This design comes from an exercise in tuning for small area and a short achievable clock period on the open sky130 flow, not from production work.
RTL that was checked went through simulation tests only; none was proved equivalent to the original.
Power is estimated from default activity; no workload was simulated.

==> run M: inputs <==
// pipelined_regfile_4stage
module pipelined_regfile_4stage(clk, rst, imem_addr, imem_rdata, dmem_addr, dmem_wdata, dmem_we, dmem_rdata, wb_en, wb_addr, wb_data);
input clk;
input rst;
output [15:0] imem_addr;
input [15:0] imem_rdata;
output [15:0] dmem_addr;
output [15:0] dmem_wdata;
output dmem_we;
input [15:0] dmem_rdata;
output wb_en;
output [3:0] wb_addr;
output [15:0] wb_data;
reg [15:0] pc_q;           
reg        jr_q;           
reg [3:0]  op_q;           
reg [15:0] a_q, b_q, npc_q;
reg [3:0]  imm_q, rd_q;
reg        we_q, ld_q, wen2_q, cin_q, com_q;    
reg [3:0]  waddr2_q;
reg [15:0] x_q, y_q, z_q;
reg        wen3_q;         
reg [3:0]  waddr3_q;
reg [15:0] wdata3_q;
wire [15:0] inst = imem_rdata;
wire [3:0]  op = inst[15:12];
wire [3:0]  rs = inst[7:4];
wire [3:0]  r2 = (op == 4'h9 || op == 4'hA) ? inst[11:8] : inst[3:0];
wire [15:0] wsel = wen3_q ? (16'd1 << waddr3_q) : 16'd0;
wire [15:0] rs_oh = 16'd1 << rs;
wire        sll = (op == 4'h4);
wire [15:0] r2_oh = sll ? 16'd0 : (16'd1 << r2);
wire [15:0] shf = inst[3] ? 16'd0 : (16'd1 << inst[2:0]);
wire [15:0] regq [0:15];
reg [15:0] rd1, rd2;
integer k;
always @(*) begin
	rd1 = (|(rs_oh & wsel)) ? wdata3_q : 16'd0;
	rd2 = (|(r2_oh & wsel)) ? wdata3_q : sll ? shf : 16'd0;
	for (k = 0; k < 16; k = k + 1) begin
		rd1 = rd1 | ({16{rs_oh[k] & ~wsel[k]}} & regq[k]);
		rd2 = rd2 | ({16{r2_oh[k] & ~wsel[k]}} & regq[k]);
	end
end
wire [15:0] cur = jr_q ? a_q : pc_q;    
wire [15:0] cur1 = cur + 16'd1;
wire [15:0] simm = {{12{imm_q[3]}}, imm_q};
  ...
==> flow/config.mk <==
export PLATFORM = sky130hd
export DESIGN_NAME = pipelined_regfile_4stage
export DESIGN_NICKNAME = pipelined_regfile_4stage
export VERILOG_FILES = /design/flow/design.v
export SDC_FILE = /design/flow/constraint.sdc
export NUM_CORES = 4
export LEC_CHECK = 0
export CAP_MARGIN = 20
export CORE_MARGIN = 2
export CORE_UTILIZATION = 40
export PLACE_DENSITY = 0.6
export SETUP_SLACK_MARGIN = 5
export SLEW_MARGIN = 20
==> flow/constraint.sdc <==
create_clock -name core_clock -period 9.0 [get_ports {clk}]
set_input_delay 1.8000 -clock core_clock [delete_from_list [all_inputs] [get_ports {clk}]]
set_output_delay 1.8000 -clock core_clock [all_outputs]
set_load 0.01 [all_outputs]
standard.sh (not shown) runs the stock make flow with config.mk's settings and CLKGATE_MAP_FILE= SYNTH_SCRIPT=/design/flow/synth_recipe.tcl, a recipe that flattens the netlist after the stock synthesis.
==> flow/flow/run.sh <==
#!/bin/bash
# The standard layout (the standard.sh, standard synthesis included), with one change:
# the buffers that placement puts on every input and output port are buf_4 cells instead of
# the resizer's default pick (a slow clock-delay buffer). The make output goes to
# standard.log; ORFS keeps each step's log under orfs/logs/.
set -euo pipefail
export BUFFER_PORTS_ARGS="-buffer_cell sky130_fd_sc_hd__buf_4"
bash standard.sh > standard.log 2>&1
==> run A: changes against run M <==
--- a/flow/design.v
+++ b/flow/design.v
@@ -1,7 +1,7 @@
 `timescale 1ns / 10ps
-module mul16_csa(input [15:0] a, input [15:0] b, output [15:0] s, output [15:0] c, output [15:0] t);
+module mul16_csa(input [15:0] a, input [15:0] b, output [15:0] s, output [15:0] c, output [15:0] t, output [2:0] e);
 wire m1;
 wire m2;
 wire m3;
 wire m4;
 wire m5;
@@ -165,12 +165,10 @@
 wire m163;
 wire m164;
 wire m165;
 wire m166;
 wire m167;
-wire m168;
-wire m169;
 wire pp0_0 = a[0] & b[0];
 wire pp0_1 = a[1] & b[0];
 wire pp1_0 = a[0] & b[1];
 wire pp0_2 = a[2] & b[0];
 wire pp1_1 = a[1] & b[1];
@@ -373,12 +371,12 @@
 assign m66 = (m46 & m48) | (m57 & (m46 ^ m48));
 assign m67 = m59 ^ m61 ^ m50;
 assign m68 = (m59 & m61) | (m50 & (m59 ^ m61));
 assign m69 = m52 ^ m63 ^ m65;
 assign m70 = (m52 & m63) | (m65 & (m52 ^ m63));
-assign m71 = m54 ^ m56;
-assign m72 = m54 & m56;
+assign m71 = m56 ^ m54;
+assign m72 = m56 & m54;
 assign m73 = pp0_11 ^ pp10_1 ^ pp11_0;
 assign m74 = (pp0_11 & pp10_1) | (pp11_0 & (pp0_11 ^ pp10_1));
 assign m75 = pp1_10 ^ pp2_9 ^ pp3_8;
 assign m76 = (pp1_10 & pp2_9) | (pp3_8 & (pp1_10 ^ pp2_9));
 assign m77 = pp4_7 ^ pp5_6 ^ pp6_5;
@@ -470,12 +468,10 @@
 assign m163 = m159 ^ m160 ^ m161;
 assign m164 = m134 ^ m136 ^ m138;
 assign m165 = m140 ^ m142 ^ m162;
 assign m166 = m163 ^ m164 ^ m144;
 assign m167 = m146 ^ m148 ^ m165;
-assign m168 = m166 ^ m150 ^ m152;
-assign m169 = m167 ^ m168 ^ m154;
 assign s[0] = pp0_0;
 assign c[0] = 1'b0;
 assign t[0] = 1'b0;
 assign s[1] = pp0_1;
 assign c[1] = pp1_0;
@@ -485,45 +481,48 @@
 assign t[2] = pp2_0;
 assign s[3] = pp2_1;
 assign c[3] = pp3_0;
 assign t[3] = m1;
 assign s[4] = m2;
-assign c[4] = m3;
-assign t[4] = m5;
+assign c[4] = m5;
+assign t[4] = m3;
 assign s[5] = m7;
 assign c[5] = m9;
 assign t[5] = m11;
 assign s[6] = m12;
-assign c[6] = m17;
-assign t[6] = m19;
+assign c[6] = m19;
+assign t[6] = m17;
 assign s[7] = m25;
 assign c[7] = m27;
 assign t[7] = m29;
 assign s[8] = m30;
-assign c[8] = m39;
-assign t[8] = m41;
+assign c[8] = m41;
+assign t[8] = m39;
 assign s[9] = m40;
 assign c[9] = m53;
 assign t[9] = m55;
 assign s[10] = m67;
 assign c[10] = m69;
 assign t[10] = m71;
 assign s[11] = m72;
-assign c[11] = m87;
-assign t[11] = m89;
+assign c[11] = m89;
+assign t[11] = m87;
 assign s[12] = m88;
 assign c[12] = m107;
 assign t[12] = m109;
 assign s[13] = m110;
 assign c[13] = m129;
 assign t[13] = m131;
 assign s[14] = m153;
 assign c[14] = m132;
 assign t[14] = m155;
-assign s[15] = m156;
-assign c[15] = m169;
-assign t[15] = 1'b0;
+assign e[0] = m167;
+assign e[1] = m154;
+assign e[2] = m156;
+assign s[15] = m166;
+assign c[15] = m150;
+assign t[15] = m152;
 endmodule
 `timescale 1ns / 1ps
 module pipelined_regfile_4stage(clk, rst, imem_addr, imem_rdata, dmem_addr, dmem_wdata, dmem_we, dmem_rdata, wb_en, wb_addr, wb_data);
 input clk;
 input rst;
@@ -535,24 +534,24 @@
 input [15:0] dmem_rdata;
 output wb_en;
 output [3:0] wb_addr;
 output [15:0] wb_data;
 reg [15:0] pc_q;           
-reg        jr_q;           
 reg [3:0]  op_q;           
 reg [15:0] a_q, b_q, npc_q;
 reg [3:0]  imm_q, rd_q;
 reg        we_q, ld_q, wen2_q, cin_q, com_q;    
 reg [3:0]  waddr2_q;
 reg [15:0] x_q, y_q, z_q;
+reg [2:0]  e_q;            
 reg        wen3_q;         
 reg [3:0]  waddr3_q;
 reg [15:0] wdata3_q;
 wire [15:0] inst = imem_rdata;
 wire [3:0]  op = inst[15:12];
 wire [3:0]  rs = inst[7:4];
-wire [3:0]  r2 = (op == 4'h9 || op == 4'hA) ? inst[11:8] : inst[3:0];
+wire [3:0]  r2 = op[3] ? inst[11:8] : inst[3:0];
 wire [15:0] wsel = wen3_q ? (16'd1 << waddr3_q) : 16'd0;
 wire [15:0] rs_oh = 16'd1 << rs;
 wire        sll = (op == 4'h4);
 wire [15:0] r2_oh = sll ? 16'd0 : (16'd1 << r2);
 wire [15:0] shf = inst[3] ? 16'd0 : (16'd1 << inst[2:0]);
@@ -565,23 +564,26 @@
 	for (k = 0; k < 16; k = k + 1) begin
 		rd1 = rd1 | ({16{rs_oh[k] & ~wsel[k]}} & regq[k]);
 		rd2 = rd2 | ({16{r2_oh[k] & ~wsel[k]}} & regq[k]);
 	end
 end
-wire [15:0] cur = jr_q ? a_q : pc_q;    
+wire [15:0] cur = pc_q;    
 wire [15:0] cur1 = cur + 16'd1;
 wire [15:0] simm = {{12{imm_q[3]}}, imm_q};
 wire        eq = (a_q == b_q);
 wire        taken = (op_q == 4'hA) && eq;
-wire [15:0] asum = ((op_q == 4'hA) ? npc_q : a_q) + simm;
-wire [15:0] target = asum;
-wire [15:0] pc_next = (op == 4'hB) ? {cur[15:12], inst[11:0]} :
-                      taken ? target : cur1;
+wire [15:0] target = npc_q + simm;
+wire        jump = (op == 4'hB);
+wire        jr = (op == 4'hC || op == 4'hD);
+wire [15:0] pc_next = jr ? rd1 :
+                      (taken && !jump) ? target :
+                      jump ? {cur[15:12], inst[11:0]} : cur1;
 wire [15:0] ms, mc, mt;
-mul16_csa MUL0(.a(a_q), .b(b_q), .s(ms), .c(mc), .t(mt));
+wire [2:0]  me;
+mul16_csa MUL0(.a(a_q), .b(b_q), .s(ms), .c(mc), .t(mt), .e(me));
 wire [15:0] shr = imm_q[3] ? 16'd0 : (a_q >> imm_q[2:0]);
-wire [15:0] addr = asum;
+wire [15:0] addr = a_q + simm;
 reg [15:0] x_d, y_d;
 always @(*) begin
 	y_d = 16'd0;
 	case (op_q)
 		4'h0: begin x_d = a_q; y_d = b_q; end
@@ -600,30 +602,28 @@
 end
 wire wen_e = !(op_q == 4'h9 || op_q == 4'hA || op_q == 4'hB || op_q == 4'hC);
 wire [15:0] p3 = x_q ^ y_q ^ z_q;
 wire [15:0] g3 = (x_q & y_q) | (z_q & (x_q ^ y_q));
 wire [16:0] sum = {1'b0, p3} + {g3, 1'b0} + {16'd0, cin_q};
-wire [15:0] wdata_d = ld_q ? dmem_rdata : com_q ? {15'd0, sum[16]} : sum[15:0];
+wire [15:0] wdata_d = ld_q ? dmem_rdata : com_q ? {15'd0, sum[16]} : {sum[15] ^ (^e_q), sum[14:0]};
 assign imem_addr = cur;
 assign dmem_addr = x_q;
 assign dmem_wdata = y_q;
 assign dmem_we = we_q;
 assign wb_en = wen3_q;
 assign wb_addr = waddr3_q;
 assign wb_data = wdata3_q;
 always @(posedge clk) begin
 	if (rst) begin
 		pc_q <= 16'd0;
-		jr_q <= 1'b0;
 		op_q <= 4'hB;
 		we_q <= 1'b0;
 		ld_q <= 1'b0;
 		wen2_q <= 1'b0;
 		wen3_q <= 1'b0;
 	end else begin
 		pc_q <= pc_next;
-		jr_q <= (op == 4'hC || op == 4'hD);
 		op_q <= op;
 		we_q <= (op_q == 4'h9);
 		ld_q <= (op_q == 4'h8);
 		wen2_q <= wen_e;
 		wen3_q <= wen2_q;
@@ -634,10 +634,11 @@
 	imm_q <= inst[3:0];
 	rd_q <= inst[11:8];
 	x_q <= x_d;
 	y_q <= y_d;
 	z_q <= (op_q == 4'h7 || op_q == 4'h4) ? mt : 16'd0;
+	e_q <= (op_q == 4'h7 || op_q == 4'h4) ? me : 3'd0;
 	cin_q <= (op_q == 4'h1 || op_q == 4'h6);
 	com_q <= (op_q == 4'h6);
 	waddr2_q <= (op_q == 4'hD) ? 4'hF : rd_q;
 	waddr3_q <= waddr2_q;
 	wdata3_q <= wdata_d;
==> flow/flow/run.sh (replaced) <==
#!/bin/bash
set -euo pipefail
export BUFFER_PORTS_ARGS="-buffer_cell sky130_fd_sc_hd__buf_4"
export SETUP_SLACK_MARGIN=5.5
bash standard.sh > standard.log 2>&1
--- a/flow/config.mk
+++ b/flow/config.mk
@@ -6,8 +6,9 @@
 export NUM_CORES = 4
 export LEC_CHECK = 0
 export CAP_MARGIN = 20
 export CORE_MARGIN = 2
 export CORE_UTILIZATION = 40
+export CTS_CLUSTER_DIAMETER = 100
+export CTS_CLUSTER_SIZE = 22
 export PLACE_DENSITY = 0.6
-export SETUP_SLACK_MARGIN = 5
 export SLEW_MARGIN = 20
==> run R: changes against run M <==
--- a/flow/design.v
+++ b/flow/design.v
@@ -1,7 +1,7 @@
 `timescale 1ns / 10ps
-module mul16_csa(input [15:0] a, input [15:0] b, output [15:0] s, output [15:0] c, output [15:0] t);
+module mul16_csa(input [15:0] a, input [15:0] b, output [15:0] s, output [15:0] c, output [15:0] t, output [2:0] e);
 wire m1;
 wire m2;
 wire m3;
 wire m4;
 wire m5;
@@ -165,12 +165,10 @@
 wire m163;
 wire m164;
 wire m165;
 wire m166;
 wire m167;
-wire m168;
-wire m169;
 wire pp0_0 = a[0] & b[0];
 wire pp0_1 = a[1] & b[0];
 wire pp1_0 = a[0] & b[1];
 wire pp0_2 = a[2] & b[0];
 wire pp1_1 = a[1] & b[1];
@@ -373,12 +371,12 @@
 assign m66 = (m46 & m48) | (m57 & (m46 ^ m48));
 assign m67 = m59 ^ m61 ^ m50;
 assign m68 = (m59 & m61) | (m50 & (m59 ^ m61));
 assign m69 = m52 ^ m63 ^ m65;
 assign m70 = (m52 & m63) | (m65 & (m52 ^ m63));
-assign m71 = m54 ^ m56;
-assign m72 = m54 & m56;
+assign m71 = m56 ^ m54;
+assign m72 = m56 & m54;
 assign m73 = pp0_11 ^ pp10_1 ^ pp11_0;
 assign m74 = (pp0_11 & pp10_1) | (pp11_0 & (pp0_11 ^ pp10_1));
 assign m75 = pp1_10 ^ pp2_9 ^ pp3_8;
 assign m76 = (pp1_10 & pp2_9) | (pp3_8 & (pp1_10 ^ pp2_9));
 assign m77 = pp4_7 ^ pp5_6 ^ pp6_5;
@@ -470,12 +468,10 @@
 assign m163 = m159 ^ m160 ^ m161;
 assign m164 = m134 ^ m136 ^ m138;
 assign m165 = m140 ^ m142 ^ m162;
 assign m166 = m163 ^ m164 ^ m144;
 assign m167 = m146 ^ m148 ^ m165;
-assign m168 = m166 ^ m150 ^ m152;
-assign m169 = m167 ^ m168 ^ m154;
 assign s[0] = pp0_0;
 assign c[0] = 1'b0;
 assign t[0] = 1'b0;
 assign s[1] = pp0_1;
 assign c[1] = pp1_0;
@@ -485,45 +481,48 @@
 assign t[2] = pp2_0;
 assign s[3] = pp2_1;
 assign c[3] = pp3_0;
 assign t[3] = m1;
 assign s[4] = m2;
-assign c[4] = m3;
-assign t[4] = m5;
+assign c[4] = m5;
+assign t[4] = m3;
 assign s[5] = m7;
 assign c[5] = m9;
 assign t[5] = m11;
 assign s[6] = m12;
-assign c[6] = m17;
-assign t[6] = m19;
+assign c[6] = m19;
+assign t[6] = m17;
 assign s[7] = m25;
 assign c[7] = m27;
 assign t[7] = m29;
 assign s[8] = m30;
-assign c[8] = m39;
-assign t[8] = m41;
+assign c[8] = m41;
+assign t[8] = m39;
 assign s[9] = m40;
 assign c[9] = m53;
 assign t[9] = m55;
 assign s[10] = m67;
 assign c[10] = m69;
 assign t[10] = m71;
 assign s[11] = m72;
-assign c[11] = m87;
-assign t[11] = m89;
+assign c[11] = m89;
+assign t[11] = m87;
 assign s[12] = m88;
 assign c[12] = m107;
 assign t[12] = m109;
 assign s[13] = m110;
 assign c[13] = m129;
 assign t[13] = m131;
 assign s[14] = m153;
 assign c[14] = m132;
 assign t[14] = m155;
-assign s[15] = m156;
-assign c[15] = m169;
-assign t[15] = 1'b0;
+assign e[0] = m167;
+assign e[1] = m154;
+assign e[2] = m156;
+assign s[15] = m166;
+assign c[15] = m150;
+assign t[15] = m152;
 endmodule
 `timescale 1ns / 1ps
 module pipelined_regfile_4stage(clk, rst, imem_addr, imem_rdata, dmem_addr, dmem_wdata, dmem_we, dmem_rdata, wb_en, wb_addr, wb_data);
 input clk;
 input rst;
@@ -535,24 +534,24 @@
 input [15:0] dmem_rdata;
 output wb_en;
 output [3:0] wb_addr;
 output [15:0] wb_data;
 reg [15:0] pc_q;           
-reg        jr_q;           
 reg [3:0]  op_q;           
 reg [15:0] a_q, b_q, npc_q;
 reg [3:0]  imm_q, rd_q;
 reg        we_q, ld_q, wen2_q, cin_q, com_q;    
 reg [3:0]  waddr2_q;
 reg [15:0] x_q, y_q, z_q;
+reg [2:0]  e_q;            
 reg        wen3_q;         
 reg [3:0]  waddr3_q;
 reg [15:0] wdata3_q;
 wire [15:0] inst = imem_rdata;
 wire [3:0]  op = inst[15:12];
 wire [3:0]  rs = inst[7:4];
-wire [3:0]  r2 = (op == 4'h9 || op == 4'hA) ? inst[11:8] : inst[3:0];
+wire [3:0]  r2 = op[3] ? inst[11:8] : inst[3:0];
 wire [15:0] wsel = wen3_q ? (16'd1 << waddr3_q) : 16'd0;
 wire [15:0] rs_oh = 16'd1 << rs;
 wire        sll = (op == 4'h4);
 wire [15:0] r2_oh = sll ? 16'd0 : (16'd1 << r2);
 wire [15:0] shf = inst[3] ? 16'd0 : (16'd1 << inst[2:0]);
@@ -565,23 +564,26 @@
 	for (k = 0; k < 16; k = k + 1) begin
 		rd1 = rd1 | ({16{rs_oh[k] & ~wsel[k]}} & regq[k]);
 		rd2 = rd2 | ({16{r2_oh[k] & ~wsel[k]}} & regq[k]);
 	end
 end
-wire [15:0] cur = jr_q ? a_q : pc_q;    
+wire [15:0] cur = pc_q;    
 wire [15:0] cur1 = cur + 16'd1;
 wire [15:0] simm = {{12{imm_q[3]}}, imm_q};
 wire        eq = (a_q == b_q);
 wire        taken = (op_q == 4'hA) && eq;
-wire [15:0] asum = ((op_q == 4'hA) ? npc_q : a_q) + simm;
-wire [15:0] target = asum;
-wire [15:0] pc_next = (op == 4'hB) ? {cur[15:12], inst[11:0]} :
-                      taken ? target : cur1;
+wire [15:0] target = npc_q + simm;
+wire        jump = (op == 4'hB);
+wire        jr = (op == 4'hC || op == 4'hD);
+wire [15:0] pc_next = jr ? rd1 :
+                      (taken && !jump) ? target :
+                      jump ? {cur[15:12], inst[11:0]} : cur1;
 wire [15:0] ms, mc, mt;
-mul16_csa MUL0(.a(a_q), .b(b_q), .s(ms), .c(mc), .t(mt));
+wire [2:0]  me;
+mul16_csa MUL0(.a(a_q), .b(b_q), .s(ms), .c(mc), .t(mt), .e(me));
 wire [15:0] shr = imm_q[3] ? 16'd0 : (a_q >> imm_q[2:0]);
-wire [15:0] addr = asum;
+wire [15:0] addr = a_q + simm;
 reg [15:0] x_d, y_d;
 always @(*) begin
 	y_d = 16'd0;
 	case (op_q)
 		4'h0: begin x_d = a_q; y_d = b_q; end
@@ -600,30 +602,28 @@
 end
 wire wen_e = !(op_q == 4'h9 || op_q == 4'hA || op_q == 4'hB || op_q == 4'hC);
 wire [15:0] p3 = x_q ^ y_q ^ z_q;
 wire [15:0] g3 = (x_q & y_q) | (z_q & (x_q ^ y_q));
 wire [16:0] sum = {1'b0, p3} + {g3, 1'b0} + {16'd0, cin_q};
-wire [15:0] wdata_d = ld_q ? dmem_rdata : com_q ? {15'd0, sum[16]} : sum[15:0];
+wire [15:0] wdata_d = ld_q ? dmem_rdata : com_q ? {15'd0, sum[16]} : {sum[15] ^ (^e_q), sum[14:0]};
 assign imem_addr = cur;
 assign dmem_addr = x_q;
 assign dmem_wdata = y_q;
 assign dmem_we = we_q;
 assign wb_en = wen3_q;
 assign wb_addr = waddr3_q;
 assign wb_data = wdata3_q;
 always @(posedge clk) begin
 	if (rst) begin
 		pc_q <= 16'd0;
-		jr_q <= 1'b0;
 		op_q <= 4'hB;
 		we_q <= 1'b0;
 		ld_q <= 1'b0;
 		wen2_q <= 1'b0;
 		wen3_q <= 1'b0;
 	end else begin
 		pc_q <= pc_next;
-		jr_q <= (op == 4'hC || op == 4'hD);
 		op_q <= op;
 		we_q <= (op_q == 4'h9);
 		ld_q <= (op_q == 4'h8);
 		wen2_q <= wen_e;
 		wen3_q <= wen2_q;
@@ -634,10 +634,11 @@
 	imm_q <= inst[3:0];
 	rd_q <= inst[11:8];
 	x_q <= x_d;
 	y_q <= y_d;
 	z_q <= (op_q == 4'h7 || op_q == 4'h4) ? mt : 16'd0;
+	e_q <= (op_q == 4'h7 || op_q == 4'h4) ? me : 3'd0;
 	cin_q <= (op_q == 4'h1 || op_q == 4'h6);
 	com_q <= (op_q == 4'h6);
 	waddr2_q <= (op_q == 4'hD) ? 4'hF : rd_q;
 	waddr3_q <= waddr2_q;
 	wdata3_q <= wdata_d;
==> flow/flow/run.sh (replaced) <==
#!/bin/bash
set -euo pipefail
export BUFFER_PORTS_ARGS="-buffer_cell sky130_fd_sc_hd__buf_4"
export SETUP_SLACK_MARGIN=5.5
bash standard.sh > standard.log 2>&1
--- a/flow/config.mk
+++ b/flow/config.mk
@@ -5,9 +5,10 @@
 export SDC_FILE = /design/flow/constraint.sdc
 export NUM_CORES = 4
 export LEC_CHECK = 0
 export CAP_MARGIN = 20
 export CORE_MARGIN = 2
-export CORE_UTILIZATION = 40
-export PLACE_DENSITY = 0.6
-export SETUP_SLACK_MARGIN = 5
+export CORE_UTILIZATION = 55
+export CTS_CLUSTER_DIAMETER = 90
+export CTS_CLUSTER_SIZE = 26
+export PLACE_DENSITY = 0.7
 export SLEW_MARGIN = 20
==> summary of the runs <==
Run M finished clean. Run A completed with no timing, DRC or antenna violations. Run R went through all stages and came out clean.
The lowest sequential power belongs to run M, the highest to run A.
The highest global-route usage belongs to run R, the lowest to run A.
Die area: run A > run M > run R.
In register-to-register slack, run A and run R hardly differ.
Of run M and run R, run M has the higher synthesized cell count (gap about 1%, measured against run R).
Clock skew: run M is higher than run R (0.0024 ns).
Between run R and run M, the lower combinational power is in run M (gap 11%, measured against run M).
Maximum frequency: run R > run A > run M.
Routed wire length: run R < run A < run M.
Only the layout flow was run in run M; the RTL was not checked for function there.

[static timing again, ports no longer ideal]
The results above use ideal ports. As a check the final layouts listed here were re-extracted and re-timed, cells and wires unchanged. Step 1, drivers: a clkbuf_16 drives clk and a buf_2 each remaining input, both assumed. Step 2, shift: input delay + t, output delay - t, t = (earliest + latest rising clock arrival at the registers) / 2. This alone moves slack from input paths to output paths. Slacks: ideal ports / drivers / drivers and shift; pairs: ideal ports / drivers.
run	t, ns	setup WS [ns]	worst setup path at the end	latest minus earliest clock arrival (ns)
run M	0.643	4.952 / 4.952 / 4.407	input to register	0.040 / 0.040
run A	0.639	5.409 / 5.402 / 4.763	input to register	0.026 / 0.026
run R	0.625	5.428 / 5.446 / 4.820	input to register	0.035 / 0.035
After both steps setup and hold are still met in every run listed. The setup slack of run A, which loses most, moves by -0.007 ns with the drivers and by -0.646 ns with both steps.
